Context: an optimization exercise on an open-source flow, tuned for small area and a short achievable clock period. The choices shown serve that exercise and are no tape-out recipe. The RTL was checked by simulation tests, not by an equivalence proof against the original design. No activity file was given, so power comes from the tool's default toggle rates.

==> design/flow/design.v <==
module bit32_2to1mux(out, sel, in1, in2);
input [31:0] in1, in2;
output [31:0] out;
input sel;
assign out = sel ? in2 : in1;
endmodule
module bop_bit(out, r, alusrc, k);
output out;
input r, alusrc, k;
assign out = (r & ~alusrc) ^ k;
endmodule
module g_inv(y, a);
output y;
input a;
assign y = ~a;
endmodule
module g_nand2(y, a, b);
output y;
input a, b;
assign y = ~(a & b);
endmodule
module g_nor2(y, a, b);
output y;
input a, b;
assign y = ~(a | b);
endmodule
module g_nand3(y, a, b, c);
output y;
input a, b, c;
assign y = ~(a & b & c);
endmodule
module g_and3(y, a, b, c);
output y;
input a, b, c;
assign y = a & b & c;
endmodule
module g_and2(y, a, b);
output y;
input a, b;
assign y = a & b;
endmodule
module g_nand4(y, a, b, c, d);
output y;
input a, b, c, d;
assign y = ~(a & b & c & d);
endmodule
module g_a22oi(y, a1, a2, b1, b2);
output y;
input a1, a2, b1, b2;
assign y = ~((a1 & a2) | (b1 & b2));
endmodule
module g_a21oi(y, a1, a2, b1);
output y;
input a1, a2, b1;
assign y = ~((a1 & a2) | b1);
endmodule
module g_o21ai(y, a1, a2, b1);
output y;
input a1, a2, b1;
assign y = ~((a1 | a2) & b1);
endmodule
module g_xor2(y, a, b);
output y;
input a, b;
assign y = a ^ b;
endmodule
module g_xnor2(y, a, b);
output y;
input a, b;
assign y = ~(a ^ b);
endmodule
module g_xor2o(y, a, b);
output y;
input a, b;
assign y = a ^ b;
endmodule
module g_xnor2o(y, a, b);
output y;
input a, b;
assign y = ~(a ^ b);
endmodule
module ks_carry(c, gn, tn);
output [31:0] c;
input [31:0] gn, tn;
wire G1_31;
wire T1_31;
wire G1_30;
wire T1_30;
wire G1_29;
wire T1_29;
wire G1_28;
wire T1_28;
wire G1_27;
wire T1_27;
wire G1_26;
wire T1_26;
wire G1_25;
wire T1_25;
wire G1_24;
wire T1_24;
wire G1_23;
wire T1_23;
wire G1_22;
wire T1_22;
wire G1_21;
wire T1_21;
wire G1_20;
wire T1_20;
wire G1_19;
wire T1_19;
wire G1_18;
wire T1_18;
wire G1_17;
wire T1_17;
wire G1_16;
wire T1_16;
wire G1_15;
wire T1_15;
wire G1_14;
wire T1_14;
wire G1_13;
wire T1_13;
wire G1_12;
wire T1_12;
wire G1_11;
wire T1_11;
wire G1_10;
wire T1_10;
wire G1_9;
wire T1_9;
wire G1_8;
wire T1_8;
wire G1_7;
wire T1_7;
wire G1_6;
wire T1_6;
wire G1_5;
wire T1_5;
wire G1_4;
wire T1_4;
wire G1_3;
wire T1_3;
wire G1_2;
wire T1_2;
wire G1_1;
wire G2_31;
wire T2_31;
wire G2_30;
wire T2_30;
wire G2_29;
wire T2_29;
wire G2_28;
wire T2_28;
wire G2_27;
wire T2_27;
wire G2_26;
wire T2_26;
wire G2_25;
wire T2_25;
wire G2_24;
wire T2_24;
wire G2_23;
wire T2_23;
wire G2_22;
wire T2_22;
wire G2_21;
wire T2_21;
wire G2_20;
wire T2_20;
wire G2_19;
wire T2_19;
wire G2_18;
wire T2_18;
wire G2_17;
wire T2_17;
wire G2_16;
wire T2_16;
wire G2_15;
wire T2_15;
wire G2_14;
wire T2_14;
wire G2_13;
wire T2_13;
wire G2_12;
wire T2_12;
wire G2_11;
wire T2_11;
wire G2_10;
wire T2_10;
wire G2_9;
wire T2_9;
wire G2_8;
wire T2_8;
wire G2_7;
wire T2_7;
wire G2_6;
wire T2_6;
wire G2_5;
wire T2_5;
wire G2_4;
wire T2_4;
wire G2_3;
wire G2_2;
wire gn_0_i;
wire G3_31;
wire T3_31;
wire G3_30;
wire T3_30;
wire G3_29;
wire T3_29;
wire G3_28;
wire T3_28;
wire G3_27;
wire T3_27;
wire G3_26;
wire T3_26;
wire G3_25;
wire T3_25;
wire G3_24;
wire T3_24;
wire G3_23;
wire T3_23;
wire G3_22;
wire T3_22;
wire G3_21;
wire T3_21;
wire G3_20;
wire T3_20;
wire G3_19;
wire T3_19;
wire G3_18;
wire T3_18;
wire G3_17;
wire T3_17;
wire G3_16;
wire T3_16;
wire G3_15;
wire T3_15;
wire G3_14;
wire T3_14;
wire G3_13;
wire T3_13;
wire G3_12;
wire T3_12;
wire G3_11;
wire T3_11;
wire G3_10;
wire T3_10;
wire G3_9;
wire T3_9;
wire G3_8;
wire T3_8;
wire G3_7;
wire G3_6;
wire G3_5;
wire G1_1_i;
wire G3_4;
wire G4_31;
wire T4_31;
wire G4_30;
wire T4_30;
wire G4_29;
wire T4_29;
wire G4_28;
wire T4_28;
wire G4_27;
wire T4_27;
wire G4_26;
wire T4_26;
wire G4_25;
wire T4_25;
wire G4_24;
wire T4_24;
wire G4_23;
wire T4_23;
wire G4_22;
wire T4_22;
wire G4_21;
wire T4_21;
wire G4_20;
wire T4_20;
wire G4_19;
wire T4_19;
wire G4_18;
wire T4_18;
wire G4_17;
wire T4_17;
wire G4_16;
wire T4_16;
wire G4_15;
wire G4_14;
wire G4_13;
wire G4_12;
wire G4_11;
wire G2_3_i;
wire G4_10;
wire G2_2_i;
wire G4_9;
wire G4_8;
wire G5_31;
wire G5_30;
wire G5_29;
wire G5_28;
wire G5_27;
wire G5_26;
wire G5_25;
wire G5_24;
wire G5_23;
wire G3_7_i;
wire G5_22;
wire G3_6_i;
wire G5_21;
wire G3_5_i;
wire G5_20;
wire G3_4_i;
wire G5_19;
wire G5_18;
wire G5_17;
wire G5_16;
wire G4_8_i;
wire G4_9_i;
wire G4_10_i;
wire G4_11_i;
wire G4_12_i;
wire G4_13_i;
wire G4_14_i;
wire G4_15_i;
g_o21ai u1(G1_31, tn[31], gn[30], gn[31]);
g_nor2 u2(T1_31, tn[31], tn[30]);
g_o21ai u3(G1_30, tn[30], gn[29], gn[30]);
g_nor2 u4(T1_30, tn[30], tn[29]);
g_o21ai u5(G1_29, tn[29], gn[28], gn[29]);
g_nor2 u6(T1_29, tn[29], tn[28]);
g_o21ai u7(G1_28, tn[28], gn[27], gn[28]);
g_nor2 u8(T1_28, tn[28], tn[27]);
g_o21ai u9(G1_27, tn[27], gn[26], gn[27]);
g_nor2 u10(T1_27, tn[27], tn[26]);
g_o21ai u11(G1_26, tn[26], gn[25], gn[26]);
g_nor2 u12(T1_26, tn[26], tn[25]);
g_o21ai u13(G1_25, tn[25], gn[24], gn[25]);
g_nor2 u14(T1_25, tn[25], tn[24]);
g_o21ai u15(G1_24, tn[24], gn[23], gn[24]);
g_nor2 u16(T1_24, tn[24], tn[23]);
g_o21ai u17(G1_23, tn[23], gn[22], gn[23]);
g_nor2 u18(T1_23, tn[23], tn[22]);
g_o21ai u19(G1_22, tn[22], gn[21], gn[22]);
g_nor2 u20(T1_22, tn[22], tn[21]);
g_o21ai u21(G1_21, tn[21], gn[20], gn[21]);
g_nor2 u22(T1_21, tn[21], tn[20]);
g_o21ai u23(G1_20, tn[20], gn[19], gn[20]);
g_nor2 u24(T1_20, tn[20], tn[19]);
g_o21ai u25(G1_19, tn[19], gn[18], gn[19]);
g_nor2 u26(T1_19, tn[19], tn[18]);
g_o21ai u27(G1_18, tn[18], gn[17], gn[18]);
g_nor2 u28(T1_18, tn[18], tn[17]);
g_o21ai u29(G1_17, tn[17], gn[16], gn[17]);
g_nor2 u30(T1_17, tn[17], tn[16]);
g_o21ai u31(G1_16, tn[16], gn[15], gn[16]);
g_nor2 u32(T1_16, tn[16], tn[15]);
g_o21ai u33(G1_15, tn[15], gn[14], gn[15]);
g_nor2 u34(T1_15, tn[15], tn[14]);
g_o21ai u35(G1_14, tn[14], gn[13], gn[14]);
g_nor2 u36(T1_14, tn[14], tn[13]);
g_o21ai u37(G1_13, tn[13], gn[12], gn[13]);
g_nor2 u38(T1_13, tn[13], tn[12]);
g_o21ai u39(G1_12, tn[12], gn[11], gn[12]);
g_nor2 u40(T1_12, tn[12], tn[11]);
g_o21ai u41(G1_11, tn[11], gn[10], gn[11]);
g_nor2 u42(T1_11, tn[11], tn[10]);
g_o21ai u43(G1_10, tn[10], gn[9], gn[10]);
g_nor2 u44(T1_10, tn[10], tn[9]);
g_o21ai u45(G1_9, tn[9], gn[8], gn[9]);
g_nor2 u46(T1_9, tn[9], tn[8]);
g_o21ai u47(G1_8, tn[8], gn[7], gn[8]);
g_nor2 u48(T1_8, tn[8], tn[7]);
g_o21ai u49(G1_7, tn[7], gn[6], gn[7]);
g_nor2 u50(T1_7, tn[7], tn[6]);
g_o21ai u51(G1_6, tn[6], gn[5], gn[6]);
g_nor2 u52(T1_6, tn[6], tn[5]);
g_o21ai u53(G1_5, tn[5], gn[4], gn[5]);
g_nor2 u54(T1_5, tn[5], tn[4]);
g_o21ai u55(G1_4, tn[4], gn[3], gn[4]);
g_nor2 u56(T1_4, tn[4], tn[3]);
g_o21ai u57(G1_3, tn[3], gn[2], gn[3]);
g_nor2 u58(T1_3, tn[3], tn[2]);
g_o21ai u59(G1_2, tn[2], gn[1], gn[2]);
g_nor2 u60(T1_2, tn[2], tn[1]);
g_o21ai u61(G1_1, tn[1], gn[0], gn[1]);
g_a21oi u62(G2_31, T1_31, G1_29, G1_31);
g_nand2 u63(T2_31, T1_31, T1_29);
g_a21oi u64(G2_30, T1_30, G1_28, G1_30);
g_nand2 u65(T2_30, T1_30, T1_28);
g_a21oi u66(G2_29, T1_29, G1_27, G1_29);
g_nand2 u67(T2_29, T1_29, T1_27);
g_a21oi u68(G2_28, T1_28, G1_26, G1_28);
g_nand2 u69(T2_28, T1_28, T1_26);
g_a21oi u70(G2_27, T1_27, G1_25, G1_27);
g_nand2 u71(T2_27, T1_27, T1_25);
g_a21oi u72(G2_26, T1_26, G1_24, G1_26);
g_nand2 u73(T2_26, T1_26, T1_24);
g_a21oi u74(G2_25, T1_25, G1_23, G1_25);
g_nand2 u75(T2_25, T1_25, T1_23);
g_a21oi u76(G2_24, T1_24, G1_22, G1_24);
g_nand2 u77(T2_24, T1_24, T1_22);
g_a21oi u78(G2_23, T1_23, G1_21, G1_23);
g_nand2 u79(T2_23, T1_23, T1_21);
g_a21oi u80(G2_22, T1_22, G1_20, G1_22);
g_nand2 u81(T2_22, T1_22, T1_20);
g_a21oi u82(G2_21, T1_21, G1_19, G1_21);
g_nand2 u83(T2_21, T1_21, T1_19);
g_a21oi u84(G2_20, T1_20, G1_18, G1_20);
g_nand2 u85(T2_20, T1_20, T1_18);
g_a21oi u86(G2_19, T1_19, G1_17, G1_19);
g_nand2 u87(T2_19, T1_19, T1_17);
g_a21oi u88(G2_18, T1_18, G1_16, G1_18);
g_nand2 u89(T2_18, T1_18, T1_16);
g_a21oi u90(G2_17, T1_17, G1_15, G1_17);
g_nand2 u91(T2_17, T1_17, T1_15);
g_a21oi u92(G2_16, T1_16, G1_14, G1_16);
g_nand2 u93(T2_16, T1_16, T1_14);
g_a21oi u94(G2_15, T1_15, G1_13, G1_15);
g_nand2 u95(T2_15, T1_15, T1_13);
g_a21oi u96(G2_14, T1_14, G1_12, G1_14);
g_nand2 u97(T2_14, T1_14, T1_12);
g_a21oi u98(G2_13, T1_13, G1_11, G1_13);
g_nand2 u99(T2_13, T1_13, T1_11);
g_a21oi u100(G2_12, T1_12, G1_10, G1_12);
g_nand2 u101(T2_12, T1_12, T1_10);
g_a21oi u102(G2_11, T1_11, G1_9, G1_11);
g_nand2 u103(T2_11, T1_11, T1_9);
g_a21oi u104(G2_10, T1_10, G1_8, G1_10);
g_nand2 u105(T2_10, T1_10, T1_8);
g_a21oi u106(G2_9, T1_9, G1_7, G1_9);
g_nand2 u107(T2_9, T1_9, T1_7);
g_a21oi u108(G2_8, T1_8, G1_6, G1_8);
g_nand2 u109(T2_8, T1_8, T1_6);
g_a21oi u110(G2_7, T1_7, G1_5, G1_7);
g_nand2 u111(T2_7, T1_7, T1_5);
g_a21oi u112(G2_6, T1_6, G1_4, G1_6);
g_nand2 u113(T2_6, T1_6, T1_4);
g_a21oi u114(G2_5, T1_5, G1_3, G1_5);
g_nand2 u115(T2_5, T1_5, T1_3);
g_a21oi u116(G2_4, T1_4, G1_2, G1_4);
g_nand2 u117(T2_4, T1_4, T1_2);
g_a21oi u118(G2_3, T1_3, G1_1, G1_3);
g_inv u119(gn_0_i, gn[0]);
g_a21oi u120(G2_2, T1_2, gn_0_i, G1_2);
g_o21ai u121(G3_31, T2_31, G2_27, G2_31);
g_nor2 u122(T3_31, T2_31, T2_27);
g_o21ai u123(G3_30, T2_30, G2_26, G2_30);
g_nor2 u124(T3_30, T2_30, T2_26);
g_o21ai u125(G3_29, T2_29, G2_25, G2_29);
g_nor2 u126(T3_29, T2_29, T2_25);
g_o21ai u127(G3_28, T2_28, G2_24, G2_28);
g_nor2 u128(T3_28, T2_28, T2_24);
g_o21ai u129(G3_27, T2_27, G2_23, G2_27);
g_nor2 u130(T3_27, T2_27, T2_23);
g_o21ai u131(G3_26, T2_26, G2_22, G2_26);
g_nor2 u132(T3_26, T2_26, T2_22);
g_o21ai u133(G3_25, T2_25, G2_21, G2_25);
g_nor2 u134(T3_25, T2_25, T2_21);
g_o21ai u135(G3_24, T2_24, G2_20, G2_24);
g_nor2 u136(T3_24, T2_24, T2_20);
g_o21ai u137(G3_23, T2_23, G2_19, G2_23);
g_nor2 u138(T3_23, T2_23, T2_19);
g_o21ai u139(G3_22, T2_22, G2_18, G2_22);
g_nor2 u140(T3_22, T2_22, T2_18);
g_o21ai u141(G3_21, T2_21, G2_17, G2_21);
g_nor2 u142(T3_21, T2_21, T2_17);
g_o21ai u143(G3_20, T2_20, G2_16, G2_20);
g_nor2 u144(T3_20, T2_20, T2_16);
g_o21ai u145(G3_19, T2_19, G2_15, G2_19);
g_nor2 u146(T3_19, T2_19, T2_15);
g_o21ai u147(G3_18, T2_18, G2_14, G2_18);
g_nor2 u148(T3_18, T2_18, T2_14);
g_o21ai u149(G3_17, T2_17, G2_13, G2_17);
g_nor2 u150(T3_17, T2_17, T2_13);
g_o21ai u151(G3_16, T2_16, G2_12, G2_16);
g_nor2 u152(T3_16, T2_16, T2_12);
g_o21ai u153(G3_15, T2_15, G2_11, G2_15);
g_nor2 u154(T3_15, T2_15, T2_11);
g_o21ai u155(G3_14, T2_14, G2_10, G2_14);
g_nor2 u156(T3_14, T2_14, T2_10);
g_o21ai u157(G3_13, T2_13, G2_9, G2_13);
g_nor2 u158(T3_13, T2_13, T2_9);
g_o21ai u159(G3_12, T2_12, G2_8, G2_12);
g_nor2 u160(T3_12, T2_12, T2_8);
g_o21ai u161(G3_11, T2_11, G2_7, G2_11);
g_nor2 u162(T3_11, T2_11, T2_7);
g_o21ai u163(G3_10, T2_10, G2_6, G2_10);
g_nor2 u164(T3_10, T2_10, T2_6);
g_o21ai u165(G3_9, T2_9, G2_5, G2_9);
g_nor2 u166(T3_9, T2_9, T2_5);
g_o21ai u167(G3_8, T2_8, G2_4, G2_8);
g_nor2 u168(T3_8, T2_8, T2_4);
g_o21ai u169(G3_7, T2_7, G2_3, G2_7);
g_o21ai u170(G3_6, T2_6, G2_2, G2_6);
g_inv u171(G1_1_i, G1_1);
g_o21ai u172(G3_5, T2_5, G1_1_i, G2_5);
g_o21ai u173(G3_4, T2_4, gn[0], G2_4);
g_a21oi u174(G4_31, T3_31, G3_23, G3_31);
g_nand2 u175(T4_31, T3_31, T3_23);
g_a21oi u176(G4_30, T3_30, G3_22, G3_30);
g_nand2 u177(T4_30, T3_30, T3_22);
g_a21oi u178(G4_29, T3_29, G3_21, G3_29);
g_nand2 u179(T4_29, T3_29, T3_21);
g_a21oi u180(G4_28, T3_28, G3_20, G3_28);
g_nand2 u181(T4_28, T3_28, T3_20);
g_a21oi u182(G4_27, T3_27, G3_19, G3_27);
g_nand2 u183(T4_27, T3_27, T3_19);
g_a21oi u184(G4_26, T3_26, G3_18, G3_26);
g_nand2 u185(T4_26, T3_26, T3_18);
g_a21oi u186(G4_25, T3_25, G3_17, G3_25);
g_nand2 u187(T4_25, T3_25, T3_17);
g_a21oi u188(G4_24, T3_24, G3_16, G3_24);
g_nand2 u189(T4_24, T3_24, T3_16);
g_a21oi u190(G4_23, T3_23, G3_15, G3_23);
g_nand2 u191(T4_23, T3_23, T3_15);
g_a21oi u192(G4_22, T3_22, G3_14, G3_22);
g_nand2 u193(T4_22, T3_22, T3_14);
g_a21oi u194(G4_21, T3_21, G3_13, G3_21);
g_nand2 u195(T4_21, T3_21, T3_13);
g_a21oi u196(G4_20, T3_20, G3_12, G3_20);
g_nand2 u197(T4_20, T3_20, T3_12);
g_a21oi u198(G4_19, T3_19, G3_11, G3_19);
g_nand2 u199(T4_19, T3_19, T3_11);
g_a21oi u200(G4_18, T3_18, G3_10, G3_18);
g_nand2 u201(T4_18, T3_18, T3_10);
g_a21oi u202(G4_17, T3_17, G3_9, G3_17);
g_nand2 u203(T4_17, T3_17, T3_9);
g_a21oi u204(G4_16, T3_16, G3_8, G3_16);
g_nand2 u205(T4_16, T3_16, T3_8);
g_a21oi u206(G4_15, T3_15, G3_7, G3_15);
g_a21oi u207(G4_14, T3_14, G3_6, G3_14);
g_a21oi u208(G4_13, T3_13, G3_5, G3_13);
g_a21oi u209(G4_12, T3_12, G3_4, G3_12);
g_inv u210(G2_3_i, G2_3);
g_a21oi u211(G4_11, T3_11, G2_3_i, G3_11);
g_inv u212(G2_2_i, G2_2);
g_a21oi u213(G4_10, T3_10, G2_2_i, G3_10);
g_a21oi u214(G4_9, T3_9, G1_1, G3_9);
g_a21oi u215(G4_8, T3_8, gn_0_i, G3_8);
g_o21ai u216(G5_31, T4_31, G4_15, G4_31);
g_o21ai u217(G5_30, T4_30, G4_14, G4_30);
g_o21ai u218(G5_29, T4_29, G4_13, G4_29);
g_o21ai u219(G5_28, T4_28, G4_12, G4_28);
g_o21ai u220(G5_27, T4_27, G4_11, G4_27);
g_o21ai u221(G5_26, T4_26, G4_10, G4_26);
g_o21ai u222(G5_25, T4_25, G4_9, G4_25);
g_o21ai u223(G5_24, T4_24, G4_8, G4_24);
g_inv u224(G3_7_i, G3_7);
g_o21ai u225(G5_23, T4_23, G3_7_i, G4_23);
g_inv u226(G3_6_i, G3_6);
g_o21ai u227(G5_22, T4_22, G3_6_i, G4_22);
g_inv u228(G3_5_i, G3_5);
g_o21ai u229(G5_21, T4_21, G3_5_i, G4_21);
g_inv u230(G3_4_i, G3_4);
g_o21ai u231(G5_20, T4_20, G3_4_i, G4_20);
g_o21ai u232(G5_19, T4_19, G2_3, G4_19);
g_o21ai u233(G5_18, T4_18, G2_2, G4_18);
g_o21ai u234(G5_17, T4_17, G1_1_i, G4_17);
g_o21ai u235(G5_16, T4_16, gn[0], G4_16);
assign c[0] = gn_0_i;
assign c[1] = G1_1;
assign c[2] = G2_2_i;
assign c[3] = G2_3_i;
assign c[4] = G3_4;
assign c[5] = G3_5;
assign c[6] = G3_6;
assign c[7] = G3_7;
g_inv u236(G4_8_i, G4_8);
assign c[8] = G4_8_i;
g_inv u237(G4_9_i, G4_9);
assign c[9] = G4_9_i;
g_inv u238(G4_10_i, G4_10);
assign c[10] = G4_10_i;
g_inv u239(G4_11_i, G4_11);
assign c[11] = G4_11_i;
g_inv u240(G4_12_i, G4_12);
assign c[12] = G4_12_i;
g_inv u241(G4_13_i, G4_13);
assign c[13] = G4_13_i;
g_inv u242(G4_14_i, G4_14);
assign c[14] = G4_14_i;
g_inv u243(G4_15_i, G4_15);
assign c[15] = G4_15_i;
assign c[16] = G5_16;
assign c[17] = G5_17;
assign c[18] = G5_18;
assign c[19] = G5_19;
assign c[20] = G5_20;
assign c[21] = G5_21;
assign c[22] = G5_22;
assign c[23] = G5_23;
assign c[24] = G5_24;
assign c[25] = G5_25;
assign c[26] = G5_26;
assign c[27] = G5_27;
assign c[28] = G5_28;
assign c[29] = G5_29;
assign c[30] = G5_30;
assign c[31] = G5_31;
endmodule
module predec5(pa, pb, a);
output [3:0] pa;
output [7:0] pb;
input [4:0] a;
assign pa = 4'b1 << a[1:0];
assign pb = 8'b1 << a[4:2];
endmodule
module ALU(in1, in2, carryin, op, result, resout);
input [31:0] in1, in2;
input carryin;
input [1:0] op;
output [31:0] result, resout;
wire [31:0] gn, tn, hn, c, pre;
wire cin = carryin & op[1];
alu_pg pg(gn, tn, hn, in1, in2, op[1], cin);
alu_pre pl(pre, tn, hn, op);
ks_carry ks(c, gn, tn);
genvar j;
generate
for (j = 0; j < 32; j = j + 1) begin : bt
  if (j == 0) begin
    g_xor2 x(result[j], pre[j], cin);
    g_xor2o xo(resout[j], pre[j], cin);
  end else begin
    g_xor2 x(result[j], pre[j], c[j-1]);
    g_xor2o xo(resout[j], pre[j], c[j-1]);
  end
end
endgenerate
endmodule
module alu_pre(pre, tn, hn, op);
output [31:0] pre;
input [31:0] tn, hn;
input [1:0] op;
genvar j;
generate
for (j = 0; j < 32; j = j + 1) begin : bt
  pre_bit p(pre[j], tn[j], hn[j], op[1], op[0]);
end
endgenerate
endmodule
module pre_bit(pre, tn, hn, o1, o0);
output pre;
input tn, hn, o1, o0;
assign pre = o1 ? (~tn & hn) : (o0 ? ~tn : ~hn);
endmodule
module alu_pg(gn, tn, hn, a, b, en, cin);
output [31:0] gn, tn, hn;
input [31:0] a, b;
input en, cin;
genvar j;
generate
for (j = 0; j < 32; j = j + 1) begin : bt
  if (j == 0) begin
    assign gn[0] = ~((a[0] & b[0] & en) | ((a[0] | b[0]) & cin));
  end else begin
    g_nand3 n(gn[j], a[j], b[j], en);
  end
  g_nor2 t(tn[j], a[j], b[j]);
  g_nand2 h(hn[j], a[j], b[j]);
end
endgenerate
endmodule
module alu_control(o0,o1,o2,op, ALUOp1, ALUOp0);
    output o0,o1,o2;
    input [5:0] op;
    input ALUOp1, ALUOp0;
    assign o2 = ALUOp0 | (ALUOp1 & op[1]);
    assign o1 = (~ALUOp1) | (~op[2]);
    assign o0 = ALUOp1 & (op[3] | op[0]);
endmodule
module alu_early(k, imm, alusrc, o2);
output [31:0] k;
input [31:0] imm;
input alusrc, o2;
assign k = alusrc ? imm : {32{o2}};
endmodule
module ANDarray (RegDst,ALUSrc, MemtoReg, RegWrite, MemRead, MemWrite,Branch,ALUOp0,ALUOp1,Op);
input [5:0] Op;
output RegDst,ALUSrc,MemtoReg, RegWrite, MemRead, MemWrite, Branch, ALUOp0, ALUOp1;
wire Rformat, lw,sw,beq,addi;
assign Rformat= (~Op[0])& (~Op[1])& (~Op[2])& (~Op[3])& (~Op[4])& (~Op[5]);
assign lw = (Op[5]) & (~Op[4]) & (~Op[3]) & (~Op[2]) & (Op[1]) & (Op[0]);
assign sw = (Op[5]) & (~Op[4]) & (Op[3]) & (~Op[2]) & (Op[1]) & (Op[0]);
assign beq = (~Op[5]) & (~Op[4]) & (~Op[3]) & (Op[2]) & (~Op[1]) & (~Op[0]);
assign addi = (~Op[5]) & (~Op[4]) & (Op[3]) & (~Op[2]) & (~Op[1]) & (~Op[0]);
assign RegDst=Rformat;
assign ALUSrc = lw | sw | addi;
assign MemtoReg = lw;
assign RegWrite = Rformat | lw | addi;
assign MemRead = lw;
assign MemWrite = sw;
assign Branch = beq;
assign ALUOp1 = Rformat;
assign ALUOp0 = beq;
endmodule
module sign_extender(outp, inp);
output[31:0] outp;
input[15:0] inp;
assign outp = {{16{inp[15]}}, inp};
endmodule
module RegFile32(clk, reset, ReadReg1, ReadReg2, WriteData, WriteReg, RegWrite,
                 ReadData1, H2);
input clk, reset, RegWrite;
input [31:0] WriteData;
input [4:0] ReadReg1, ReadReg2, WriteReg;
output [31:0] ReadData1;
output [63:0] H2;
reg [31:0] regs [0:31];
reg [31:0] valid;
wire [31:0] sel1, sel2;
wire [1023:0] flat;
wire [127:0] Q1, Q2;
wire [63:0] H1;
wire [3:0] pa1, pa2;
wire [7:0] pb1, pb2;
predec5 pd1(pa1, pb1, ReadReg1);
predec5 pd2(pa2, pb2, ReadReg2);
genvar i, j;
generate
for (i = 0; i < 32; i = i + 1) begin : g
  always @(posedge clk)
    if (RegWrite && WriteReg == i) regs[i] <= WriteData;
  always @(posedge clk or negedge reset)
    if (!reset) valid[i] <= 1'b0;
    else if (RegWrite && WriteReg == i) valid[i] <= 1'b1;
  g_and3 s1(sel1[i], pa1[i % 4], pb1[i / 4], valid[i]);
  g_and3 s2(sel2[i], pa2[i % 4], pb2[i / 4], valid[i]);
end
for (i = 0; i < 32; i = i + 1) begin : f
  assign flat[i*32 +: 32] = regs[i];
end
endgenerate
andor32q t1(Q1, sel1, flat);
andor32q t2(Q2, sel2, flat);
qcomb c1(H1, Q1);
qcomb c2(H2, Q2);
for (j = 0; j < 32; j = j + 1) begin : ot
  g_nand2 f1(ReadData1[j], H1[2*j], H1[2*j+1]);
end
endmodule
module andor32q(q, sel, d);
output [127:0] q;
input [31:0] sel;
input [1023:0] d;
reg [31:0] r [0:3];
integer k, m;
always @* begin
  for (m = 0; m < 4; m = m + 1) begin
    r[m] = 32'b0;
    for (k = 0; k < 8; k = k + 1)
      r[m] = r[m] | ({32{sel[8*m+k]}} & d[(8*m+k)*32 +: 32]);
  end
end
genvar j, n;
generate
for (j = 0; j < 32; j = j + 1) begin : bt
  for (n = 0; n < 4; n = n + 1) begin : qt
    assign q[4*j+n] = r[n][j];
  end
end
endgenerate
endmodule
module qcomb(h, q);
output [63:0] h;
input [127:0] q;
genvar j;
generate
for (j = 0; j < 64; j = j + 1) begin : bt
  g_nor2 n(h[j], q[2*j], q[2*j+1]);
end
endgenerate
endmodule
module data_memory(clk, Address, WriteData, MemWrite, ReadData);
input clk, MemWrite;
input [31:0] WriteData;
output [31:0] ReadData;
input [4:0] Address;
reg [31:0] mem [0:31];
wire [31:0] sel;
wire [1023:0] flat;
wire [127:0] Q;
wire [63:0] H;
wire [3:0] pa;
wire [7:0] pb;
predec5 pd(pa, pb, Address);
genvar i, j;
generate
for (i = 0; i < 32; i = i + 1) begin : g
  always @(posedge clk)
    if (MemWrite && Address == i) mem[i] <= WriteData;
  g_and2 s(sel[i], pa[i % 4], pb[i / 4]);
end
for (i = 0; i < 32; i = i + 1) begin : f
  assign flat[i*32 +: 32] = mem[i];
end
endgenerate
andor32q t(Q, sel, flat);
qcomb c(H, Q);
for (j = 0; j < 32; j = j + 1) begin : ot
  g_nand2 f(ReadData[j], H[2*j], H[2*j+1]);
end
endmodule
module SCDDataPath(ALUout, instr, reset, clk);
output [31:0] ALUout;
input clk, reset;
input [31:0] instr;
wire RegDst, ALUSrc, MemtoReg, RegWrite, MemRead, MemWrite, Branch, ALUOp0, ALUOp1;
wire o0, o1, o2;
wire [31:0] ReadData1, ReadData2, BOperand, AluRes, WriteData, ReadMemData, signextended, k;
wire [63:0] H2;
wire [4:0] WriteReg;
ANDarray control_unit(RegDst, ALUSrc, MemtoReg, RegWrite, MemRead, MemWrite, Branch, ALUOp0, ALUOp1, instr[31:26]);
alu_control alu_con(o0, o1, o2, instr[5:0], ALUOp1, ALUOp0);
sign_extender sign_extend(signextended, instr[15:0]);
alu_early early(k, signextended, ALUSrc, o2);
assign WriteReg = RegDst ? instr[15:11] : instr[20:16];
RegFile32 register_file(clk, reset, instr[25:21], instr[20:16], WriteData, WriteReg, RegWrite,
                        ReadData1, H2);
genvar j;
generate
for (j = 0; j < 32; j = j + 1) begin : bt
  wire rb;
  g_nand2 rd2(ReadData2[j], H2[2*j], H2[2*j+1]);
  g_a21oi rbm(rb, H2[2*j], H2[2*j+1], ALUSrc);
  g_xor2 bx(BOperand[j], rb, k[j]);
end
endgenerate
bit32_2to1mux wd(WriteData, MemtoReg, AluRes, ReadMemData);
ALU alu_instance(ReadData1, BOperand, o2, {o1, o0}, AluRes, ALUout);
data_memory data_mem(clk, AluRes[4:0], ReadData2, MemWrite, ReadMemData);
endmodule
==> design/flow/run.sh <==
#!/bin/bash
# synth_recipe.tcl (not shown) runs the flow's synth.tcl, then flattens the netlist and writes it again
# the make line also repeats each setting of config.mk as NAME=value (left out here)
make -C /OpenROAD-flow-scripts/flow DESIGN_CONFIG=/design/flow/config.mk WORK_HOME=/design/flow/orfs CLKGATE_MAP_FILE= SYNTH_SCRIPT=/design/flow/synth_recipe.tcl finish
==> design/flow/config.mk <==
export PLATFORM = sky130hd
export DESIGN_NAME = SCDDataPath
export DESIGN_NICKNAME = SCDDataPath
export VERILOG_FILES = /design/flow/design.v
export SDC_FILE = /design/flow/constraint.sdc
export NUM_CORES = 4
export LEC_CHECK = 0
export CAP_MARGIN = 20
export CORE_MARGIN = 2
export CORE_UTILIZATION = 40
export CTS_BUF_LIST = sky130_fd_sc_hd__clkbuf_8 sky130_fd_sc_hd__clkbuf_16
export CTS_CLUSTER_DIAMETER = 100
export CTS_CLUSTER_SIZE = 30
export SETUP_SLACK_MARGIN = 3
export SLEW_MARGIN = 20
export SYNTH_HIERARCHICAL = 1
==> design/flow/constraint.sdc <==
create_clock -name core_clock -period 10.5 [get_ports {clk}]
set_input_delay 2.1000 -clock core_clock [delete_from_list [all_inputs] [get_ports {clk}]]
set_output_delay 2.1000 -clock core_clock [all_outputs]
set_load 0.01 [all_outputs]
==> reports/metrics.cfg, run 1 <==
[critical_path]
cp-end-kind = primary output
worstSetupPathType = in2out
crit_fanout = 7
reg2regPathDepth = 23
r2r_end = register_file.regs[16][11]
crit_start = instr[17]
worst-endpoint-required_ps = 8400
worst-endpoint-arrival_ps = 5750
r2r_start = register_file.valid[19]
start_kind = input port
rrSetupSlack_ps = 4080

[cells_and_area]
layout-area-overhead-vs-synth_pct = 16.7
nFillCells = 18250
fin_nets = 5893
drive_above_1_share = 0.266

[power_and_ir_drop]
p_leak_nw = 31.6
irDropWorstVdd_mv = 0.141
pwr_density_cell_nw_per_um2 = 147

[global_routing]
met1_usage = 0.367
antenna_found_initial = 23
grt_usage = 0.272
use_met2 = 0.406
grt_pass1_wl_um = 423000
grtUsageMet3 = 0.0684
overflow = 0
busiest_layer = met2
grt_pass1_vias = 55030
grt_max_degree = 52

[placed_design]
gp_congestion = 0.958
pre_cts_ws_ps = 839
portBuffers = 65
dp_hpwl_um = 187000

[status]
outcome = no timing/DRC/antenna violations

[drt]
vias = 58502
drcViolationCount = 0
drt_iter0_drc = 9404
wirelength_um = 309000
via_per_inst = 6.70
first_pass_iters = 8
ant_nets = 0
wl_per_cell_um = 35.3

[timing]
post-route-period-util = 0.747
worst_pin_slew_ps = 1200
slew_headroom = 0.201
rsz0062_at_grt = yes
hold_violations = 0
fmax_ghz = 0.127
finClkSkew_ps = 40.6
finalSetupViolations = 0
drv_slew = 0
setup-tns-final_ps = 0
finalCriticalPeriod_ps = 7850
timing.hold.ws_ps = 517
timing.final.ws_setup_ps = 2650

[clock_network]
cts-root-buf = clkbuf_16
worst_skew_pair.late_latency_ps = 810
path_clk_slew_ps = 110
htreeDepth = 3
cts-hold-fix-buffers = 0
clock_path_buffers = 3
cts_sinks = 2080
numCtsBuffers = 84
cts_tree = done

[synth]
ys_warn_count = 12
synth.cell_area_um2 = 86500
avgSynthCellArea_um2 = 15.6
synth_fp_nets = 5596
synthCells = 5562

[floorplanning]
row_count = 170
start_util = 0.403
core_area_um2 = 215000
io_pins = 66
die_w_um = 469
die-area_um2 = 220000
die_h_um = 469

[worst_hold_path]
min_from = register_file.valid[8]
worst_hold_path.endpoint = register_file.valid[8]
worstHoldPathCells = 1
hp-class = reg2reg

[job]
maxCapViolations = 0

## flip-flops by register name, indices dropped and copies added (netlist names)
name / flops
data_mem.mem: 1024
register_file.regs: 1024
register_file.valid: 32
## layout by cell type (no fill, tap or decap), types with 58 or more instances in the layout
cell and instances:
edfxtp_1 2048, a22oi_1 1441, nand4_1 386, buf_4 372
nor2_4 192, nand2_1 131, a22oi_2 95, clkbuf_16 90
buf_6 87, nor2_2 76, nor2_1 69, and3_4 61
o21bai_1 58, mux2_4 58
## layout make-up
cell class	instances	area [um^2]	share of cell area
clock buffers	85	2130	0.0211
inverters	16	85.1	0.000843
diodes	13	32.5	0.000322
multi-input cells	3097	26600	0.264
flip-flops and latches	2080	62300	0.617
well taps	2838	3550	0.0352
clock inverters	28	380	0.00377
repair buffers	580	5870	0.0581
## per-layer routing
| metal | share of wire | up-vias | wire, um |
|---|---|---|---|
| li1 | - | 23500 | - |
| met1 | 0.38 | 29993 | 116000 |
| met2 | 0.44 | 4244 | 135000 |
| met3 | 0.12 | 761 | 37900 |
| met4 | 0.061 | 4 | 18900 |
| met5 | 0.000084 | - | 26 |
## worst max-delay path: stages
cell and delay, ps:
buf_12 120, nor2b_4 150, buf_8 150, and3_4 200, buf_12 160, buf_4 130
a22oi_2 160, nand4_1 280, nor2_4 270, a21oi_2 100, xor2_2 160, buf_4 150
nor2_4 200, o21ai_2 130, buf_4 150, a21oi_4 190, buf_12 140, o21ai_4 60
a21oi_4 180, o21ai_4 110, xor2_4 270, buf_6 140
## how the worst max path moves through the flow
stage | to | slack (ps) | cells past startpoint
detailed placement | ALUout[29] | 840 | 17
floorplan | ALUout[31] | 2170 | 15
global route | ALUout[22] | 2630 | 23
finish | ALUout[28] | 2650 | 22
CTS | ALUout[16] | 2820 | 17
global placement | ALUout[29] | 810 | 17
## repair_timing
item / 4_1_cts / 5_1_grt
setup buffers: 156 / 72
resized for setup: 947 / 175
cloned: 26 / 7
pin swaps: 253 / 148
setup endpoints to repair: 1479 / 1056
## through the flow
step | power [W] | instance area [um^2] | util | cells
finish | 0.0148 | 101000 | 0.470 | 8737
global route | 0.0151 | 101000 | 0.470 | 8724
CTS | 0.0148 | 99400 | 0.463 | 8644
detailed placement | 0.0106 | 91800 | 0.427 | 8349
global placement | 0.0106 | 91800 | 0.427 | 8348
floorplan | 0.0100 | 88100 | - | 5562
## power breakdown
| group | internal, W | total [W] | switching (W) |
|---|---|---|---|
| combinational | 0.000379 | 0.00140 | 0.00102 |
| clock | 0.00156 | 0.00416 | 0.00260 |
| sequential | 0.00925 | 0.00927 | 0.0000151 |
==> inputs of run 2 (changes only) <==
--- a/design/flow/design.v
+++ b/design/flow/design.v
@@ -4,6 +4,11 @@
 input sel;
 assign out = sel ? in2 : in1;
 endmodule
+module addr_add(addr, a, imm);
+output [4:0] addr;
+input [4:0] a, imm;
+assign addr = a + imm;
+endmodule
 module bop_bit(out, r, alusrc, k);
 output out;
 input r, alusrc, k;
@@ -44,6 +49,16 @@
 input a, b, c, d;
 assign y = ~(a & b & c & d);
 endmodule
+module g_nor3(y, a, b, c);
+output y;
+input a, b, c;
+assign y = ~(a | b | c);
+endmodule
+module g_a21o(y, a1, a2, b1);
+output y;
+input a1, a2, b1;
+assign y = (a1 & a2) | b1;
+endmodule
 module g_a22oi(y, a1, a2, b1, b2);
 output y;
 input a1, a2, b1, b2;
@@ -676,7 +691,23 @@
 output [31:0] k;
 input [31:0] imm;
 input alusrc, o2;
-assign k = alusrc ? imm : {32{o2}};
+genvar j;
+generate
+for (j = 0; j < 32; j = j + 1) begin : bt
+  g_a21o a(k[j], alusrc, imm[j], o2);
+end
+endgenerate
+endmodule
+module alusrc_dec(alusrc, op);
+output alusrc;
+input [5:0] op;
+wire a, b0, b, y, z;
+g_nand3 ga(a, op[5], op[1], op[0]);
+g_nor3 gb0(b0, op[5], op[1], op[0]);
+g_nand2 gb(b, op[3], b0);
+g_nand2 gy(y, a, b);
+g_nor2 gz(z, op[4], op[2]);
+g_and2 gs(alusrc, y, z);
 endmodule
 module ANDarray (RegDst,ALUSrc, MemtoReg, RegWrite, MemRead, MemWrite,Branch,ALUOp0,ALUOp1,Op);
 input [5:0] Op;
@@ -813,7 +844,9 @@
 wire [31:0] ReadData1, ReadData2, BOperand, AluRes, WriteData, ReadMemData, signextended, k;
 wire [63:0] H2;
 wire [4:0] WriteReg;
-ANDarray control_unit(RegDst, ALUSrc, MemtoReg, RegWrite, MemRead, MemWrite, Branch, ALUOp0, ALUOp1, instr[31:26]);
+wire ALUSrcCtl;
+ANDarray control_unit(RegDst, ALUSrcCtl, MemtoReg, RegWrite, MemRead, MemWrite, Branch, ALUOp0, ALUOp1, instr[31:26]);
+alusrc_dec alusrc_fast(ALUSrc, instr[31:26]);
 alu_control alu_con(o0, o1, o2, instr[5:0], ALUOp1, ALUOp0);
 sign_extender sign_extend(signextended, instr[15:0]);
 alu_early early(k, signextended, ALUSrc, o2);
@@ -831,5 +864,7 @@
 endgenerate
 bit32_2to1mux wd(WriteData, MemtoReg, AluRes, ReadMemData);
 ALU alu_instance(ReadData1, BOperand, o2, {o1, o0}, AluRes, ALUout);
-data_memory data_mem(clk, AluRes[4:0], ReadData2, MemWrite, ReadMemData);
+wire [4:0] MemAddr;
+addr_add aadd(MemAddr, ReadData1[4:0], instr[4:0]);
+data_memory data_mem(clk, MemAddr, ReadData2, MemWrite, ReadMemData);
 endmodule
--- a/design/flow/config.mk
+++ b/design/flow/config.mk
@@ -9,8 +9,8 @@
 export CORE_MARGIN = 2
 export CORE_UTILIZATION = 40
 export CTS_BUF_LIST = sky130_fd_sc_hd__clkbuf_8 sky130_fd_sc_hd__clkbuf_16
-export CTS_CLUSTER_DIAMETER = 100
-export CTS_CLUSTER_SIZE = 30
+export CTS_CLUSTER_DIAMETER = 80
+export CTS_CLUSTER_SIZE = 20
 export SETUP_SLACK_MARGIN = 3
 export SLEW_MARGIN = 20
 export SYNTH_HIERARCHICAL = 1
==> reports/metrics.cfg, run 2 <==
[cells_and_area]
drive_above_1_share = 0.254  ; -0.0120
mostFrequentLayoutCell = edfxtp_1
layout-area-overhead-vs-synth_pct = 17.6
nFillCells = 18102  ; -0.81%
reg.largest.list = data_mem.mem (1024), register_file.regs (1024), register_file.valid (32)
fin_area_um2 = 102000  ; +0.65%
final_core_util = 0.474  ; +0.00354
layout_common_cells = 2048 x edfxtp_1, 1450 x a22oi_1, 386 x nand4_1, 348 x buf_4, 211 x nor2_4
stdcell_count = 8827  ; +1.0%
fin_nets = 5959  ; +1.1%

[global_routing]
grt_pass1_vias = 54115  ; -1.7%
grt_pass1_wl_um = 418000  ; -1.2%
overflow = 0  ; unchanged
antenna_found_initial = 12  ; -48%
grt_max_degree = 53  ; +1.9%
grt_usage = 0.268  ; -0.00386

[placed_design]
gp_congestion = 0.930  ; -2.9%
dp_cells = 8390  ; +0.49%
place_area_um2 = 90800  ; -1.1%
portBuffers = 65  ; unchanged
dp_hpwl_um = 183000  ; -2.4%

[floorplanning]
row_count = 170  ; unchanged
start_util = 0.403  ; about the same
die-area_um2 = 220000  ; -0.17%
die_h_um = 469  ; about the same
io_pins = 66  ; unchanged
core_area_um2 = 215000  ; about the same
die_w_um = 469  ; about the same

[job]
maxCapViolations = 0  ; unchanged

[clock_network]
clock_path_buffers = 3  ; unchanged
numCtsBuffers = 116  ; +38%
htreeDepth = 3  ; unchanged
cts_tree = done
cts-root-buf = clkbuf_16
cts_sinks = 2080  ; unchanged
worst_skew_pair.late_latency_ps = 810  ; about the same
cts-hold-fix-buffers = 0  ; unchanged
path_clk_slew_ps = 90  ; -20 ps

[timing]
finClkSkew_ps = 53.3  ; +12.6 ps
drv_slew = 0  ; unchanged
worst_pin_slew_ps = 1040  ; -158 ps
setup-tns-final_ps = 0  ; unchanged
post-route-period-util = 0.749  ; +0.00137
finalCriticalPeriod_ps = 7860  ; +14.4 ps
hold_violations = 0  ; unchanged
fmax_ghz = 0.127  ; -0.18%
slew_headroom = 0.307  ; +0.105
rsz0062_at_grt = yes
finalSetupViolations = 0  ; unchanged
timing.hold.ws_ps = 498  ; -19.5 ps

[power_and_ir_drop]
irDropWorstVdd_mv = 0.173  ; +23%
p_leak_nw = 33.0  ; +4.2%
pwr_density_cell_nw_per_um2 = 151  ; +3.0%

[drt]
wirelength_um = 305000  ; -1.2%
ant_nets = 0  ; unchanged
first_pass_iters = 6  ; -2
drt_iter0_drc = 9203  ; -2.1%
via_per_inst = 6.54  ; -2.4%
vias = 57707  ; -1.4%
drcViolationCount = 0  ; unchanged
wl_per_cell_um = 34.5  ; -2.2%

[synth]
ys_warn_count = 12  ; unchanged
avgSynthCellArea_um2 = 15.5  ; -0.46%
synth.cell_area_um2 = 86400  ; -0.17%
synth_fp_nets = 5617  ; +0.38%
synthCells = 5578  ; +0.29%

[critical_path]
worst-endpoint-arrival_ps = 5760  ; about the same
cp-end-kind = primary output
crit_fanout = 19  ; +12
worstSetupPathType = in2out
start_kind = input port
worst-endpoint-required_ps = 8400  ; about the same

[worst_hold_path]
hp-class = reg2reg

[status]
outcome = no timing/DRC/antenna violations

-- run 2: what timing repair did --
item | in CTS | in global routing
setup buffers | 152 | 66
gates resized for setup | 1006 | 248
setup endpoints to repair | 1192 | 1055
cloned | 25 | 5
pin swaps | 289 | 227
-- run 2: layer usage --
metal	global-route usage	vias up	share of wire
met5	0	-	0.00027
met4	0.137	14	0.060
met3	0.0638	591	0.11
met2	0.394	3748	0.44
met1	0.370	29686	0.39
li1	-	23668	-
-- run 2: final cells by class --
class / count / area [um^2] / share of cell area
antenna: 11 / 27.5 / 0.000271
clock buffer: 120 / 2990 / 0.0294
clock inverter: 56 / 297 / 0.00292
inverter: 20 / 96.3 / 0.000948
multi-input combinational: 3103 / 25800 / 0.254
sequential: 2080 / 62300 / 0.613
tap: 2838 / 3550 / 0.0349
timing repair buffer: 599 / 6570 / 0.0647
-- run 2: critical path, cell delays in order --
cell	delay (ps)
buf_8	110
and2_4	220
and3_1	270
buf_6	220
a22oi_1	190
nand4_1	550
nor2_4	340
a21oi_2	100
xor2_2	190
nor2_4	280
o21ai_4	90
buf_4	150
a21oi_4	160
o21ai_1	120
a21oi_2	160
o21ai_4	100
xor2_2	210
buf_2	170
-- run 2: power by group --
group | internal [W] | switching [W]
clock network | 0.00206 | 0.00266
logic | 0.000377 | 0.00103
registers | 0.00925 | 0.0000107
-- run 2: final timing paths --
| check | startpoint | to | slack, ps | cells past startpoint |
|---|---|---|---|---|
| max | instr[17] | ALUout[25] | 2640 | 18 |
| min in group asynchronous | reset | register_file.valid[17] | 1690 | 2 |
| max in group asynchronous | reset | register_file.valid[14] | 8450 | 2 |
| min reg2reg | register_file.valid[31] | register_file.valid[31] | 500 | 1 |
| min | register_file.valid[31] | register_file.valid[31] | 500 | 1 |
| max reg2reg | register_file.valid[19] | register_file.regs[0][31] | 4450 | 21 |
-- run 2: through the flow --
stage / power (W) / setup WS, ps
global route: 0.0157 / 2610
CTS: 0.0153 / 2760
global placement: 0.0106 / 498
floorplan: 0.00997 / 3120
finish: 0.0154 / 2640
detailed placement: 0.0106 / 455
==> inputs of run 3 (changes only) <==
--- a/design/flow/config.mk
+++ b/design/flow/config.mk
@@ -7,7 +7,7 @@
 export LEC_CHECK = 0
 export CAP_MARGIN = 20
 export CORE_MARGIN = 2
-export CORE_UTILIZATION = 40
+export CORE_UTILIZATION = 50
 export CTS_BUF_LIST = sky130_fd_sc_hd__clkbuf_8 sky130_fd_sc_hd__clkbuf_16
 export CTS_CLUSTER_DIAMETER = 80
 export CTS_CLUSTER_SIZE = 20
==> reports/metrics.cfg, run 3 <==
[global_routing]
grt_max_degree = 71  ; +34%
overflow = 0  ; unchanged
grt_usage = 0.328  ; +0.0601
grt_pass1_wl_um = 409000  ; -2.1%
antenna_found_initial = 10  ; -2
grt_pass1_vias = 54959  ; +1.6%

[critical_path]
r2r_start = register_file.valid[31]
cp-end-kind = primary output
rrSetupSlack_ps = 4320  ; -130 ps
r2r_end = register_file.regs[4][6]
crit_fanout = 12  ; -7
worstSetupPathType = in2out
start_kind = input port
reg2regPathDepth = 17  ; -19%
worst-endpoint-required_ps = 8400  ; about the same
worst-endpoint-arrival_ps = 5680  ; -80 ps

[clock_network]
cts-root-buf = clkbuf_16
cts-hold-fix-buffers = 0  ; unchanged
cts_tree = done
path_clk_slew_ps = 80  ; about the same
clock_path_buffers = 3  ; unchanged
numCtsBuffers = 121  ; +4.3%
worst_skew_pair.late_latency_ps = 840  ; +30 ps
cts_sinks = 2080  ; unchanged
htreeDepth = 3  ; unchanged

[timing]
drv_slew = 0  ; unchanged
finalCriticalPeriod_ps = 7780  ; -83.8 ps
fmax_ghz = 0.129  ; +1.1%
finClkSkew_ps = 52.8  ; -0.422 ps
slew_headroom = 0.226  ; -0.0803
rsz0062_at_grt = yes
finalSetupViolations = 0  ; unchanged
timing.hold.ws_ps = 511  ; +13.7 ps
worst_pin_slew_ps = 1160  ; +120 ps
setup-tns-final_ps = 0  ; unchanged
hold_violations = 0  ; unchanged
post-route-period-util = 0.741  ; -0.00798
timing.final.ws_setup_ps = 2720  ; +83.8 ps

[power_and_ir_drop]
p_leak_nw = 32.2  ; -2.4%
pwr_density_cell_nw_per_um2 = 155  ; +2.3%
irDropWorstVdd_mv = 0.161  ; -6.9%

[placed_design]
portBuffers = 65  ; unchanged
dp_hpwl_um = 181000  ; -1.2%
dp_cells = 7861  ; -6.3%
gp_congestion = 0.980  ; +5.3%
pre_cts_ws_ps = 778  ; +323 ps

[floorplanning]
core_area_um2 = 172000  ; -20%
die-area_um2 = 176000  ; -20%
start_util = 0.503  ; +0.101
die_w_um = 420  ; -10%
die_h_um = 420  ; -10%
io_pins = 66  ; unchanged
row_count = 152  ; -11%

[job]
maxCapViolations = 0  ; unchanged

[drt]
vias = 57573  ; -0.23%
drt_iter0_drc = 8391  ; -8.8%
wl_per_cell_um = 35.9  ; +3.9%
drcViolationCount = 0  ; unchanged
ant_nets = 0  ; unchanged
first_pass_iters = 7  ; +1
wirelength_um = 296000  ; -3.1%
via_per_inst = 6.99  ; +7.0%

[cells_and_area]
final_core_util = 0.581  ; +0.108
stdcell_count = 8234  ; -6.7%
nFillCells = 12979  ; -28%
mostFrequentLayoutCell = edfxtp_1
layout-area-overhead-vs-synth_pct = 15.6
layout_common_cells = 2048 x edfxtp_1, 1488 x a22oi_1, 386 x nand4_1, 331 x buf_4, 168 x nor2_4
multi_input_area_um2 = 25200  ; -2.4%
fin_nets = 5913  ; -0.77%
seq_area_um2 = 62300  ; unchanged
reg.largest.list = data_mem.mem (1024), register_file.regs (1024), register_file.valid (32)
drive_above_1_share = 0.240  ; -0.0134

[worst_hold_path]
min_from = register_file.valid[18]
worstHoldPathCells = 1  ; unchanged
hp-class = reg2reg
worst_hold_path.endpoint = register_file.valid[18]

[synth]
synthCells = 5578  ; unchanged
avgSynthCellArea_um2 = 15.5  ; unchanged
ys_warn_count = 12  ; unchanged
synth_fp_nets = 5617  ; unchanged
synth.cell_area_um2 = 86400  ; unchanged

[status]
outcome = no timing/DRC/antenna violations

-- run 3: changes by cell type in the layout (fill, tap and decap cells not counted), sizes merged, moves of 2 or more --
cell / change
clkdlybuf4s15: +3
clkinv: +10
inv: -35
dlymetal6s2s: +2
bufbuf: -4
buf: -56
clkbuf: +13
bufinv: +2
dlygate4sd2: -4
diode: -2
clkinvlp: +5
and3: +2
-- run 3: what timing repair did --
action,in CTS,in global routing
buffers inserted,123,53
gates resized for setup,903,176
pin swaps,201,132
setup endpoints to repair,1143,917
cloned,14,8
-- run 3: worst max-delay path by stage --
stage / from / endpoint / slack, ps / cells after the start
after floorplan: instr[23] / data_mem.mem[28][0] / 3120 / 14
after global placement: instr[16] / ALUout[19] / 670 / 17
after detailed placement: instr[16] / ALUout[19] / 780 / 17
after CTS: instr[16] / ALUout[22] / 2810 / 18
after global routing: instr[17] / ALUout[24] / 2720 / 22
final: instr[18] / ALUout[22] / 2720 / 18
-- run 3: stage by stage --
| step | power, W | area (um^2) |
|---|---|---|
| 6_report | 0.0155 | 99800 |
| 2_1_floorplan | 0.00997 | 86400 |
| 3_5_place_dp | 0.0105 | 90400 |
| 3_3_place_gp | 0.0105 | 90300 |
| 4_1_cts | 0.0154 | 98400 |
| 5_1_grt | 0.0158 | 99800 |
-- run 3: cell type report --
cell class	instances	share of cell area
Sequential cell	2080	0.624
Multi-Input combinational cell	3105	0.252
Timing Repair Buffer	546	0.0586
Clock buffer	126	0.0315
Tap cell	2310	0.0289
Clock inverter	38	0.00348
Inverter	20	0.000952
Antenna cell	9	0.000226
-- run 3: metal layers --
| metal | global-route usage | vias to the layer above | wire [um] |
|---|---|---|---|
| li1 | - | 23547 | - |
| met1 | 0.427 | 29512 | 110000 |
| met2 | 0.522 | 3656 | 138000 |
| met3 | 0.0607 | 856 | 27900 |
| met4 | 0.180 | 2 | 20500 |
| met5 | 0 | - | 11 |
-- run 3: where the power goes --
group          internal, W  leakage (nW)  switching (W)
clock              0.00221          1.73        0.00270
combinational     0.000346          10.7       0.000945
sequential         0.00925          19.8      0.0000125
-- run 3: critical path, stage by stage --
cell,delay (ps)
buf_12,110
and3b_2,370
buf_4,200
and3_4,410
a22oi_1,130
nand4_1,180
nor2_1,100
a21oi_2,190
xor2_2,240
nor2_4,70
buf_12,140
nor2_4,200
nand2_4,110
nor2_4,160
nand2_1,120
o21ai_4,310
xor2_4,250
clkdlybuf4s15_2,270
==> inputs of run 4 (changes only) <==
--- a/design/flow/config.mk
+++ b/design/flow/config.mk
@@ -11,6 +11,7 @@
 export CTS_BUF_LIST = sky130_fd_sc_hd__clkbuf_8 sky130_fd_sc_hd__clkbuf_16
 export CTS_CLUSTER_DIAMETER = 80
 export CTS_CLUSTER_SIZE = 20
+export GPL_ROUTABILITY_DRIVEN = 0
 export SETUP_SLACK_MARGIN = 3
 export SLEW_MARGIN = 20
 export SYNTH_HIERARCHICAL = 1
==> reports/metrics.cfg, run 4 <==
[global_routing]
grt_pass1_wl_um = 414000  ; +1.4%
use_met2 = 0.523  ; about the same
overflow = 0  ; unchanged
busiest_layer = met2
grtUsageMet3 = 0.0709  ; +0.0103
antenna_found_initial = 8  ; -2
grt_usage = 0.334  ; +0.00584
met1_usage = 0.429  ; +0.00148
grt_pass1_vias = 55393  ; +0.79%
grt_max_degree = 95  ; +34%

[critical_path]
path_delay_family = compound AO/OA/AOI/OAI gates
cpPeakStageDelay_ps = 340  ; -70 ps
start_kind = input port
worstSetupPathType = in2out
cp-end-kind = primary output
rrSetupSlack_ps = 4050  ; -270 ps
worst-path-buf-inv = 6  ; +2
crit_slowest_cell = a21oi_4
worst-endpoint-required_ps = 8400  ; about the same
crit_path_cell_trace = buf_12 -> nor2b_4 -> buf_6 -> and3_4 -> buf_12 -> buf_12 -> a22oi_2 -> nand4_1 -> nor2_4 -> a21oi_4 -> xor2_4 -> nor2_4 -> o21ai_4 -> a21oi_4 -> o21ai_4 -> a21oi_4 -> o21ai_2 -> xor2_1 -> buf_4 -> buf_6
crit_fanout = 8  ; -4
worst-endpoint-arrival_ps = 5720  ; +40 ps

[timing]
drv_slew = 0  ; unchanged
rsz0062_at_grt = yes
post-route-period-util = 0.745  ; +0.00447
finalCriticalPeriod_ps = 7820  ; +46.9 ps
fmax_ghz = 0.128  ; -0.60%
finalSetupViolations = 0  ; unchanged
worst_pin_slew_ps = 1060  ; -98.9 ps
timing.hold.ws_ps = 528  ; +16.8 ps
hold_violations = 0  ; unchanged
finClkSkew_ps = 36.0  ; -16.8 ps
setup-tns-final_ps = 0  ; unchanged
slew_headroom = 0.291  ; +0.0645

[floorplanning]
start_util = 0.503  ; unchanged
row_count = 152  ; unchanged
die-area_um2 = 176000  ; unchanged
io_pins = 66  ; unchanged
die_w_um = 420  ; unchanged
die_h_um = 420  ; unchanged
core_area_um2 = 172000  ; unchanged

[placed_design]
dp_hpwl_um = 178000  ; -1.4%
portBuffers = 65  ; unchanged

[drt]
via_per_inst = 7.04  ; +0.72%
vias = 58541  ; +1.7%
drt_iter0_drc = 9299  ; +11%
first_pass_iters = 8  ; +1
wirelength_um = 301000  ; +2.0%
wl_per_cell_um = 36.3  ; +1.0%
ant_nets = 0  ; unchanged
drcViolationCount = 0  ; unchanged

[cells_and_area]
layout-area-overhead-vs-synth_pct = 16.8
mostFrequentLayoutCell = edfxtp_1
layout_common_cells = 2048 x edfxtp_1, 1469 x a22oi_1, 386 x nand4_1, 383 x buf_4, 169 x nor2_4
fin_nets = 5993  ; +1.4%
drive_above_1_share = 0.255  ; +0.0142
reg.largest.list = data_mem.mem (1024), register_file.regs (1024), register_file.valid (32)

[synth]
ys_warn_count = 12  ; unchanged
synthCells = 5578  ; unchanged
avgSynthCellArea_um2 = 15.5  ; unchanged
synth_fp_nets = 5617  ; unchanged
synth.cell_area_um2 = 86400  ; unchanged

[job]
maxCapViolations = 0  ; unchanged

[status]
outcome = no timing/DRC/antenna violations

[power_and_ir_drop]
p_leak_nw = 32.7  ; +1.7%
total_power_w = 0.0158  ; +2.0%
irDropWorstVdd_mv = 0.179  ; +11%
pwr_density_cell_nw_per_um2 = 156  ; +0.88%

[clock_network]
cts-root-buf = clkbuf_16
htreeDepth = 4  ; +1
path_clk_slew_ps = 90  ; about the same
numCtsBuffers = 130  ; +7.4%
cts_sinks = 2080  ; unchanged
cts_tree = done
worst_skew_pair.late_latency_ps = 840  ; about the same
clock_path_buffers = 3  ; unchanged

[worst_hold_path]
hp-class = reg2reg

[run 4: path summary, 6_finish.rpt]
path / to / startpoint / cells after the start
hold / removal: register_file.valid[30] / register_file.valid[30] / 1
max in group asynchronous: register_file.valid[31] / reset / 2
setup / recovery: ALUout[26] / instr[17] / 20
setup reg to reg: register_file.regs[10][1] / register_file.valid[31] / 19
hold reg to reg: register_file.valid[30] / register_file.valid[30] / 1
min in group asynchronous: register_file.valid[9] / reset / 2
[run 4: stage by stage]
stage / setup slack, ps / area, um^2 / instances / utilization
after CTS: 2820 / 99400 / 8234 / 0.579
after global placement: 593 / 90400 / 7855 / 0.526
after detailed placement: 551 / 90400 / 7855 / 0.526
after global routing: 2640 / 101000 / 8309 / 0.588
final: 2680 / 101000 / 8313 / 0.588
after floorplan: 3120 / 86400 / 5578 / -
[run 4: cell type report]
cell class              count  area (um^2)
diodes                      5         12.5
clock buffers             133         3320
clock inverters            43          489
fillers                 12805        70800
inverters                  20         90.1
multi-input cells        3116        25400
flip-flops and latches   2080        62300
well taps                2310         2890
repair buffers            606         6400
[run 4: worst reg2reg max path: stages, from the launching register on]
cell and delay (ps):
dfrtp_1 670, and3_4 610, a22oi_1 130, nand4_1 190, nor2_2 80, nand2_4 100
ha_1 190, inv_1 60, fa_1 470, nand2b_1 200, a21oi_2 310, xnor2_4 310
nor3b_1 190, and2_1 370, buf_4 270, a22oi_1 220, nand4_1 310, nor2_1 600
nand2_1 330, mux2_4 510
[run 4: metal layers]
layer / part of all wire / vias up
met4: 0.071 / 4
li1: - / 23753
met3: 0.11 / 918
met1: 0.36 / 29841
met5: 0.000073 / -
met2: 0.46 / 4025
[run 4: timing repair]
item	CTS	global route
resized for setup	946	199
cloned	31	4
pin swaps	282	184
setup buffers	172	70
endpoints found under the setup margin	1056	832
hold buffers	0	0
[run 4: where the power goes]
| group | leakage, nW | switching (W) | internal (W) |
|---|---|---|---|
| Clock | 1.87 | 0.00283 | 0.00234 |
| Sequential | 19.8 | 0.0000161 | 0.00925 |
| Combinational | 11.1 | 0.000971 | 0.000363 |
| Total | 32.7 | 0.00381 | 0.0120 |
==> inputs of run 5 (changes only) <==
--- a/design/flow/config.mk
+++ b/design/flow/config.mk
@@ -7,11 +7,10 @@
 export LEC_CHECK = 0
 export CAP_MARGIN = 20
 export CORE_MARGIN = 2
-export CORE_UTILIZATION = 50
+export CORE_UTILIZATION = 55
 export CTS_BUF_LIST = sky130_fd_sc_hd__clkbuf_8 sky130_fd_sc_hd__clkbuf_16
 export CTS_CLUSTER_DIAMETER = 80
 export CTS_CLUSTER_SIZE = 20
-export GPL_ROUTABILITY_DRIVEN = 0
 export SETUP_SLACK_MARGIN = 3
 export SLEW_MARGIN = 20
 export SYNTH_HIERARCHICAL = 1
==> reports/metrics.cfg, run 5 <==
[timing]
finalCriticalPeriod_ps = 8020  ; +196 ps
drv_slew = 0  ; unchanged
setup-tns-final_ps = 0  ; unchanged
post-route-period-util = 0.764  ; +0.0187
worst_pin_slew_ps = 1100  ; +39.4 ps
fmax_ghz = 0.125  ; -2.4%
rsz0062_at_grt = yes
slew_headroom = 0.266  ; -0.0248
hold_violations = 0  ; unchanged
finClkSkew_ps = 61.7  ; +25.6 ps
finalSetupViolations = 0  ; unchanged

[clock_network]
cts-hold-fix-buffers = 0  ; unchanged
path_clk_slew_ps = 80  ; about the same
cts_tree = done
cts-root-buf = clkbuf_16
worst_skew_pair.late_latency_ps = 800  ; -40 ps
numCtsBuffers = 119  ; -8.5%
clock_path_buffers = 3  ; unchanged
cts_sinks = 2080  ; unchanged
htreeDepth = 3  ; -1

[drt]
via_per_inst = 7.28  ; +3.4%
drcViolationCount = 0  ; unchanged
wl_per_cell_um = 37.4  ; +3.1%
first_pass_iters = 8  ; unchanged
wirelength_um = 299000  ; -0.95%
ant_nets = 0  ; unchanged
vias = 58147  ; -0.67%
drt_iter0_drc = 9188  ; -1.2%

[floorplanning]
die-area_um2 = 160000  ; -9.0%
die_w_um = 400  ; -4.6%
io_pins = 66  ; unchanged
row_count = 145  ; -4.6%
die_h_um = 400  ; -4.6%
core_area_um2 = 156000  ; -9.1%
start_util = 0.554  ; +0.0507

[power_and_ir_drop]
p_sw_w = 0.00369  ; -3.2%
p_leak_nw = 32.1  ; -2.0%
pwr_density_cell_nw_per_um2 = 157  ; +0.39%
seqPwrFrac = 0.598  ; +0.010
p_clk_frac = 0.314  ; -0.014
internal_power_w = 0.0118  ; -1.2%
p_sw_frac = 0.238  ; -0.00372
power.share.combinational = 0.088  ; +0.003
irDropWorstVdd_mv = 0.164  ; -8.1%

[cells_and_area]
fin_nets = 5899  ; -1.6%
fin_area_um2 = 98800  ; -2.1%
layout_common_cells = 2048 x edfxtp_1, 1510 x a22oi_1, 386 x nand4_1, 330 x buf_4, 174 x nor2_4
mostFrequentLayoutCell = edfxtp_1
reg.largest.list = data_mem.mem (1024), register_file.regs (1024), register_file.valid (32)
layout-area-overhead-vs-synth_pct = 14.4
drive_above_1_share = 0.234  ; -0.0202

[synth]
ys_warn_count = 12  ; unchanged
synth_fp_nets = 5617  ; unchanged
synth.cell_area_um2 = 86400  ; unchanged
synthCells = 5578  ; unchanged
avgSynthCellArea_um2 = 15.5  ; unchanged

[global_routing]
overflow = 0  ; unchanged
grt_pass1_vias = 54125  ; -2.3%
grt_usage = 0.364  ; +0.0300
antenna_found_initial = 24  ; +16
grt_max_degree = 95  ; unchanged
grt_pass1_wl_um = 411000  ; -0.78%

[worst_hold_path]
hp-class = reg2reg

[placed_design]
gp_congestion = 1.05
portBuffers = 65  ; unchanged
dp_hpwl_um = 189000  ; +6.3%
place_area_um2 = 90000  ; -0.36%

[status]
outcome = no timing/DRC/antenna violations

[critical_path]
worst-endpoint-required_ps = 8400  ; about the same
start_kind = input port
crit_fanout = 7  ; -1
cp-end-kind = primary output
worst-endpoint-arrival_ps = 5920  ; +200 ps
worstSetupPathType = in2out

[job]
maxCapViolations = 0  ; unchanged

run 5: cell type report:
cell class | count | area (um^2)
fillers | 11450 | 57200
diodes | 17 | 42.5
clock inverters | 46 | 430
clock buffers | 124 | 3100
inverters | 20 | 115
well taps | 2058 | 2570
repair buffers | 533 | 5280
flip-flops and latches | 2080 | 62300
multi-input cells | 3106 | 25000
run 5: layer usage:
| metal | global-route usage | vias to the layer above | wire [um] |
|---|---|---|---|
| li1 | - | 23530 | - |
| met1 | 0.524 | 29934 | 116000 |
| met2 | 0.530 | 4074 | 130000 |
| met3 | 0.0957 | 609 | 38000 |
| met4 | 0.146 | 0 | 14400 |
| met5 | 0 | - | 0 |
run 5: critical path: stages:
cell and delay [ps]:
buf_12 120, buf_6 110, and3_4 190, and3_4 220, buf_12 140, buf_4 160
a22oi_1 210, nand4_1 470, nor2_2 330, a21oi_2 100, xor2_2 270, nand3_1 190
o21ai_2 310, a21oi_2 120, o21ai_1 240, a21oi_2 80, o21ai_4 110, xor2_4 250
clkbuf_2 180
run 5: repair_timing:
| item | CTS | global route |
|---|---|---|
| gates cloned | 10 | 1 |
| setup buffers | 105 | 50 |
| gates resized for setup | 915 | 164 |
| pin swaps | 208 | 117 |
| setup endpoints to repair | 1056 | 1056 |
run 5: power groups by stage:
stage	registers [W]	logic, W	clock network [W]
global route	0.00926	0.00140	0.00517
floorplan	0.00944	0.000525	0
CTS	0.00926	0.00128	0.00489
finish	0.00926	0.00136	0.00487
global placement	0.00945	0.00115	0
detailed placement	0.00945	0.00117	0
run 5: through the flow:
| stage | utilization | hold slack [ps] | total power, W | worst slack [ps] | instances |
|---|---|---|---|---|---|
| 5_1_grt | 0.633 | 518 | 0.0158 | 2420 | 7967 |
| 3_5_place_dp | 0.577 | 474 | 0.0106 | 695 | 7631 |
| 3_3_place_gp | 0.577 | 469 | 0.0106 | 674 | 7631 |
| 4_1_cts | 0.627 | 503 | 0.0154 | 2580 | 7916 |
| 6_report | 0.633 | 506 | 0.0155 | 2480 | 7984 |
| 2_1_floorplan | - | 451 | 0.00997 | 3120 | 5578 |
run 5: final timing paths:
| check | startpoint | to | slack (ps) | cells after the start |
|---|---|---|---|---|
| max in group asynchronous | reset | register_file.valid[25] | 8310 | 2 |
| setup / recovery | instr[20] | ALUout[26] | 2480 | 19 |
| min in group asynchronous | reset | register_file.valid[7] | 1780 | 2 |
| hold reg to reg | register_file.valid[19] | register_file.valid[19] | 510 | 1 |
| hold / removal | register_file.valid[19] | register_file.valid[19] | 510 | 1 |
| setup reg to reg | register_file.valid[3] | register_file.regs[29][8] | 4560 | 17 |

## separate check: timing with driven ports
Ports are ideal in the flow. The routed layouts listed here were re-timed in OpenROAD. Step 1 assumes that a clkbuf_16 drives the clock port and a buf_2 every other input. Step 2 times the ports against the registers' clock, not the clock port: input delays grow and output delays shrink by t, the midpoint of the rising clock arrivals with the driver on. Three values: ideal ports, drivers, drivers and shift; two values: the first two.
| run | shift t [ns] | setup slack, ns | worst register clock-pin slew, ns | worst slew at a driven data input, ns | pins driven straight from the clock port |
|---|---|---|---|---|---|
| run 1 | 0.879 | 2.654 / 2.501 / 1.935 | 0.12 / 0.12 | 0.26 | 1 |
| run 2 | 0.877 | 2.639 / 2.534 / 2.189 | 0.09 / 0.09 | 0.19 | 1 |
| run 3 | 0.895 | 2.723 / 2.629 / 2.260 | 0.09 / 0.09 | 0.13 | 1 |
| run 4 | 0.903 | 2.676 / 2.627 / 2.075 | 0.09 / 0.09 | 0.12 | 1 |
| run 5 | 0.866 | 2.480 / 2.431 / 2.151 | 0.09 / 0.09 | 0.07 | 1 |
After both steps setup and hold are still met in every run listed. The setup slack of run 1, which loses most, moves by -0.153 ns with the drivers and by -0.719 ns with both steps.
